What follows belongs to an exercise in optimizing a design on an open flow for small area and a short achievable clock period; a production flow would make more cautious choices. At most, simulation tests tie the RTL to the original design; equivalence was not proved. Power and IR drop assume default switching activity.

Setup of north:
## Top_Module
module Top_Module(
    input clk,
    input wire [31:0] Num1,
    input wire [31:0] Num2,
    output reg [31:0] out
);
    wire [24:0] be = {1'b1, Num2[22:0], 1'b0};
    reg [11:0] bo, bt, bn;         
    reg [22:0] ma;
    reg [7:0]  ea1, eb1;
    reg        fa1, fb1, s1;
    integer k;
    always @(posedge clk) begin
        for (k = 0; k < 12; k = k + 1) begin
            bo[k] <= be[2*k+1] ^ be[2*k];
            bt[k] <= (be[2*k+2] & ~be[2*k+1] & ~be[2*k]) | (~be[2*k+2] & be[2*k+1] & be[2*k]);
            bn[k] <= be[2*k+2];
        end
        ma  <= Num1[22:0];
        ea1 <= Num1[30:23];
        eb1 <= Num2[30:23];
        fa1 <= (Num1[22:0] == 23'd0);
        fb1 <= (Num2[22:0] == 23'd0);
        s1  <= Num1[31] ^ Num2[31];
    end
    wire zero1 = (ea1 == 8'h00);
    wire zero2 = (eb1 == 8'h00);
    wire max1  = (ea1 == 8'hFF);
    wire max2  = (eb1 == 8'hFF);
    wire inf1  = max1 & fa1;
    wire inf2  = max2 & fb1;
  ...
export LEC_CHECK = 0
export CAP_MARGIN = 20
export CORE_MARGIN = 2
export CORE_UTILIZATION = 55
export CTS_CLUSTER_DIAMETER = 120
export CTS_CLUSTER_SIZE = 30
export SLEW_MARGIN = 20
export SYNTH_HIERARCHICAL = 1
export SYNTH_MINIMUM_KEEP_SIZE = 0
create_clock -name core_clock -period 11.0 [get_ports {clk}]
standard.sh (not shown) runs the stock make flow with config.mk's settings and CLKGATE_MAP_FILE= SYNTH_SCRIPT=/design/flow/synth_recipe.tcl, a recipe that flattens the netlist after the stock synthesis.
==> flow/flow/run.sh <==
#!/bin/bash
# Standard layout (the standard.sh) with two changes to how it is made:
# port buffers use buf_2 instead of the default delay-cell choice, and timing
# repair aims for a setup slack of 7.85 ns instead of 0. The clock period and
# all constraints are unchanged. Full tool output goes to standard.log.
bash standard.sh SETUP_SLACK_MARGIN=7.85 "BUFFER_PORTS_ARGS=-buffer_cell sky130_fd_sc_hd__buf_2" finish > standard.log 2>&1
Changes in south relative to north:
diff --git a/flow/design.v b/flow/design.v
--- a/flow/design.v
+++ b/flow/design.v
@@ -4,29 +4,29 @@
     input wire [31:0] Num2,
     output reg [31:0] out
 );
     wire [24:0] be = {1'b1, Num2[22:0], 1'b0};
     reg [11:0] bo, bt, bn;         
     reg [22:0] ma;
     reg [7:0]  ea1, eb1;
-    reg        fa1, fb1, s1;
+    reg        s1;
     integer k;
     always @(posedge clk) begin
         for (k = 0; k < 12; k = k + 1) begin
             bo[k] <= be[2*k+1] ^ be[2*k];
             bt[k] <= (be[2*k+2] & ~be[2*k+1] & ~be[2*k]) | (~be[2*k+2] & be[2*k+1] & be[2*k]);
             bn[k] <= be[2*k+2];
         end
         ma  <= Num1[22:0];
         ea1 <= Num1[30:23];
         eb1 <= Num2[30:23];
-        fa1 <= (Num1[22:0] == 23'd0);
-        fb1 <= (Num2[22:0] == 23'd0);
         s1  <= Num1[31] ^ Num2[31];
     end
+    wire fa1 = (ma == 23'd0);
+    wire fb1 = ~(|bo) & ~(|bt[10:0]);
     wire zero1 = (ea1 == 8'h00);
     wire zero2 = (eb1 == 8'h00);
     wire max1  = (ea1 == 8'hFF);
     wire max2  = (eb1 == 8'hFF);
     wire inf1  = max1 & fa1;
     wire inf2  = max2 & fb1;
     wire is_nan = (max1 & ~fa1) | (max2 & ~fb1) | (inf1 & zero2) | (inf2 & zero1);
@@ -841,14 +841,17 @@
     wire f242_s = ~(ma[22] ^ pp_11_24);
     wire f242_c = ma[22] | pp_11_24;
     wire f243_s, f243_c;
     fa u_f243 (.a(f242_s), .b(f241_c), .c(h3_c), .s(f243_s), .co(f243_c));
     wire f244_s = ~(sn_11 ^ f242_c);
     wire f244_c = sn_11 | f242_c;
     wire [8:0] lsum = {1'b0, h2_s, f6_s, f3_s, f1_s, h0_s, f0_s, pp_0_1, bn[0]} + {1'b0, f6_c, 1'b0, 1'b0, h1_s, f0_c, 1'b0, 1'b0, pp_0_0};
+    wire [7:0] lx = {h2_s, f6_s, f3_s, f1_s, h0_s, f0_s, pp_0_1, bn[0]};
+    wire [7:0] ly = {f6_c, 1'b0, 1'b0, h1_s, f0_c, 1'b0, 1'b0, pp_0_0};
+    wire lsz = (lx[0] ^ ly[0]) | (|((lx[7:1] ^ ly[7:1]) ^ (lx[6:0] | ly[6:0])));
     reg q8_0, q8_1, q8_2, q9_0, q9_1, q10_0, q10_1, q11_0, q11_1, q12_0, q12_1, q13_0, q13_1, q14_0, q14_1, q15_0, q15_1, q16_0, q16_1, q17_0, q17_1, q18_0, q18_1, q19_0, q19_1, q19_2, q19_3, q20_0, q20_1, q20_2, q21_0, q21_1, q21_2, q22_0, q22_1, q22_2, q23_0, q23_1, q23_2, q24_0, q24_1, q24_2, q24_3, q25_0, q25_1, q25_2, q26_0, q26_1, q26_2, q27_0, q27_1, q27_2, q27_3, q28_0, q28_1, q28_2, q29_0, q29_1, q29_2, q29_3, q30_0, q30_1, q30_2, q31_0, q31_1, q31_2, q31_3, q32_0, q32_1, q32_2, q33_0, q33_1, q34_0, q34_1, q35_0, q35_1, q35_2, q36_0, q36_1, q37_0, q37_1, q37_2, q38_0, q38_1, q39_0, q39_1, q39_2, q40_0, q40_1, q41_0, q42_0, q42_1, q42_2, q43_0, q44_0, q44_1, q44_2, q45_0, q45_1, q46_0, q47_0, q47_1;
     reg        s2, n2;
     reg [9:0]  x2;
     reg        lc2, ls2;
     always @(posedge clk) begin
         q8_0 <= f10_s;
         q8_1 <= f11_s;
@@ -949,15 +952,15 @@
         q44_2 <= f238_c;
         q45_0 <= h3_s;
         q45_1 <= f240_c;
         q46_0 <= f243_s;
         q47_0 <= f244_s;
         q47_1 <= f243_c;
         lc2 <= lsum[8];
-        ls2 <= |lsum[7:0];
+        ls2 <= lsz;
         s2 <= s1 & ~is_nan;
         n2 <= is_nan;
         x2 <= e2;
     end
     wire mf245_s, mf245_c;
     fa u_mf245 (.a(q8_0), .b(q8_1), .c(q8_2), .s(mf245_s), .co(mf245_c));
     wire mh4_s, mh4_c;
[summary]
- Clock group power for south is higher than for north.
- In the flow results for south and north, the wire length per cell is smaller on north.
- Sort south and north by required time at the endpoint of the critical path, descending, and south comes first.
- On number of setup violations in the final report, south tracks north almost exactly.
- Changes observed in south relative to north: setup slack grew by 0.0099 ns; cell count up 25.
- south vs north — clock tree buffer count of the final layout dropped 1.
- The run showing the greater multi-input logic portion of the cell area is north.
- Per the comparison of south with north, sequential share of layout area saw a decrease, non-clock buffer count rose by 22%, share of the clock period used by the worst path was more or less identical.

========
Top_Module, a different RTL version from the one above (not shown whole).
Size in the first run: roughly 260 flip-flops, roughly 97 I/O pins, roughly 0.021 mm^2 of cells after synthesis.
// Top_Module
module Top_Module(
    input clk,
    input wire [31:0] Num1,
    input wire [31:0] Num2,
    output reg [31:0] out
);
export LEC_CHECK = 0
export CAP_MARGIN = 20
export CORE_MARGIN = 2
export CORE_UTILIZATION = 55
export CTS_CLUSTER_DIAMETER = 120
export CTS_CLUSTER_SIZE = 30
export SLEW_MARGIN = 20
export SYNTH_HIERARCHICAL = 1
export SYNTH_MINIMUM_KEEP_SIZE = 0
create_clock -name core_clock -period 11.0 [get_ports {clk}]
Scripts as last shown in full above: flow/flow/run.sh
Next try:
--- a/flow/design.v
+++ b/flow/design.v
@@ -1,49 +1,47 @@
 module Top_Module(
     input clk,
     input wire [31:0] Num1,
     input wire [31:0] Num2,
     output reg [31:0] out
 );
     wire [24:0] be = {1'b1, Num2[22:0], 1'b0};
     reg [11:0] bo, bt, bn;         
     reg [22:0] ma;
-    reg [9:0]  x1;
-    reg        s1, n1;
-    wire [7:0] ea = Num1[30:23];
-    wire [7:0] eb = Num2[30:23];
-    wire zero1 = (ea == 8'h00);
-    wire zero2 = (eb == 8'h00);
-    wire max1  = (ea == 8'hFF);
-    wire max2  = (eb == 8'hFF);
-    wire fz1   = (Num1[22:0] == 23'd0);
-    wire fz2   = (Num2[22:0] == 23'd0);
-    wire inf1  = max1 & fz1;
-    wire inf2  = max2 & fz2;
-    wire is_nan = (max1 & ~fz1) | (max2 & ~fz2) | (inf1 & zero2) | (inf2 & zero1);
-    wire is_inf = inf1 | inf2;
-    wire is_zero = zero1 | zero2;
-    wire [9:0] esum = {2'b00, ea} + {2'b00, eb} - 10'd127;
-    wire [9:0] e1 = (is_nan | is_inf) ? 10'd383 : is_zero ? 10'h380 : esum;
+    reg [7:0]  ea1, eb1;
+    reg        fa1, fb1, s1;
     integer k;
     always @(posedge clk) begin
         for (k = 0; k < 12; k = k + 1) begin
             bo[k] <= be[2*k+1] ^ be[2*k];
             bt[k] <= (be[2*k+2] & ~be[2*k+1] & ~be[2*k]) | (~be[2*k+2] & be[2*k+1] & be[2*k]);
             bn[k] <= be[2*k+2];
         end
-        ma <= Num1[22:0];
-        x1 <= e1;
-        s1 <= (Num1[31] ^ Num2[31]) & ~is_nan;
-        n1 <= is_nan;
+        ma  <= Num1[22:0];
+        ea1 <= Num1[30:23];
+        eb1 <= Num2[30:23];
+        fa1 <= (Num1[22:0] == 23'd0);
+        fb1 <= (Num2[22:0] == 23'd0);
+        s1  <= Num1[31] ^ Num2[31];
     end
+    wire zero1 = (ea1 == 8'h00);
+    wire zero2 = (eb1 == 8'h00);
+    wire max1  = (ea1 == 8'hFF);
+    wire max2  = (eb1 == 8'hFF);
+    wire inf1  = max1 & fa1;
+    wire inf2  = max2 & fb1;
+    wire is_nan = (max1 & ~fa1) | (max2 & ~fb1) | (inf1 & zero2) | (inf2 & zero1);
+    wire is_inf = inf1 | inf2;
+    wire is_zero = zero1 | zero2;
+    wire [9:0] esum = {2'b00, ea1} + {2'b00, eb1} - 10'd127;
+    wire [9:0] e2 = (is_nan | is_inf) ? 10'd383 : is_zero ? 10'h380 : esum;
     wire pp_0_0 = bn[0] ^ ((bo[0] & ma[0]));
     wire pp_0_1 = bn[0] ^ ((bo[0] & ma[1]) | (bt[0] & ma[0]));
     wire pp_0_2 = bn[0] ^ ((bo[0] & ma[2]) | (bt[0] & ma[1]));
     wire pp_0_3 = bn[0] ^ ((bo[0] & ma[3]) | (bt[0] & ma[2]));
     wire pp_0_4 = bn[0] ^ ((bo[0] & ma[4]) | (bt[0] & ma[3]));
     wire pp_0_5 = bn[0] ^ ((bo[0] & ma[5]) | (bt[0] & ma[4]));
     wire pp_0_6 = bn[0] ^ ((bo[0] & ma[6]) | (bt[0] & ma[5]));
     wire pp_0_7 = bn[0] ^ ((bo[0] & ma[7]) | (bt[0] & ma[6]));
     wire pp_0_8 = bn[0] ^ ((bo[0] & ma[8]) | (bt[0] & ma[7]));
     wire pp_0_9 = bn[0] ^ ((bo[0] & ma[9]) | (bt[0] & ma[8]));
     wire pp_0_10 = bn[0] ^ ((bo[0] & ma[10]) | (bt[0] & ma[9]));
@@ -951,25 +949,25 @@
         q43_0 <= f238_s;
         q44_0 <= f237_c;
         q44_1 <= f240_s;
         q44_2 <= f238_c;
         q45_0 <= h3_s;
         q45_1 <= f240_c;
         q46_0 <= f243_s;
         q47_0 <= f244_s;
         q47_1 <= f243_c;
         lc2 <= lsum[8];
         ls2 <= lsz;
-        s2 <= s1;
-        n2 <= n1;
-        x2 <= x1;
+        s2 <= s1 & ~is_nan;
+        n2 <= is_nan;
+        x2 <= e2;
     end
     wire mf245_s, mf245_c;
     fa u_mf245 (.a(q8_0), .b(q8_1), .c(q8_2), .s(mf245_s), .co(mf245_c));
     wire mh4_s, mh4_c;
     ha u_mh4 (.a(q9_0), .b(q9_1), .s(mh4_s), .co(mh4_c));
     wire mf246_s, mf246_c;
     fa u_mf246 (.a(q10_0), .b(q10_1), .c(mh4_c), .s(mf246_s), .co(mf246_c));
     wire mh5_s, mh5_c;
     ha u_mh5 (.a(q11_0), .b(q11_1), .s(mh5_s), .co(mh5_c));
     wire mf247_s, mf247_c;
     fa u_mf247 (.a(q12_0), .b(q12_1), .c(mh5_c), .s(mf247_s), .co(mf247_c));
Result: The changed run finished with timing, DRC and antenna clean. Sequential share of layout area is higher by 0.66 points. Wire length is higher by about 3.4%. Final cell count is higher by 0.76%. Cell area barely changes. Die area is higher by about 0.7%. Fmax is higher by about 7%. Register-to-register slack improved by 0.09 ns.
Function was not checked in any run of this note: the RTL went through the layout flow alone.

==> separate check: timing with driven ports <==
Ports are ideal in the flow. The routed layouts listed here were re-timed in OpenROAD.
Step 1 (the two cells are an assumption about what drives the block):
set clk [get_ports {clk}]
set_driving_cell -lib_cell sky130_fd_sc_hd__clkbuf_16 $clk
set_driving_cell -lib_cell sky130_fd_sc_hd__buf_2 [delete_from_list [all_inputs] $clk]
Step 2, shift: input delay + t, output delay - t, t = (earliest + latest rising clock arrival at the registers) / 2. This alone moves slack from input paths to output paths.
a / b / c = no drivers / after step 1 / after step 2; a / b = the first two.
| run | t (ns) | slack for setup (ns) | latest minus earliest clock arrival (ns) | worst slew at a driven data input, ns | cell pins on the clock port's net |
|---|---|---|---|---|---|
| north | 0.559 | 7.802 / 7.789 / 7.437 | 0.020 / 0.020 | 0.04 | 1 |
| south | 0.575 | 7.812 / 7.766 / 7.812 | 0.026 / 0.025 | 0.05 | 1 |
| the first run of note 2 | 0.561 | 7.590 / 7.603 / 7.042 | 0.037 / 0.036 | 0.05 | 1 |
| the second run of note 2 | 0.565 | 7.824 / 7.791 / 7.296 | 0.037 / 0.037 | 0.08 | 1 |
After both steps setup and hold are still met in every run listed. For the first run of note 2, which loses most, drivers alone change the setup slack by +0.013 ns; drivers and shift together by -0.548 ns.
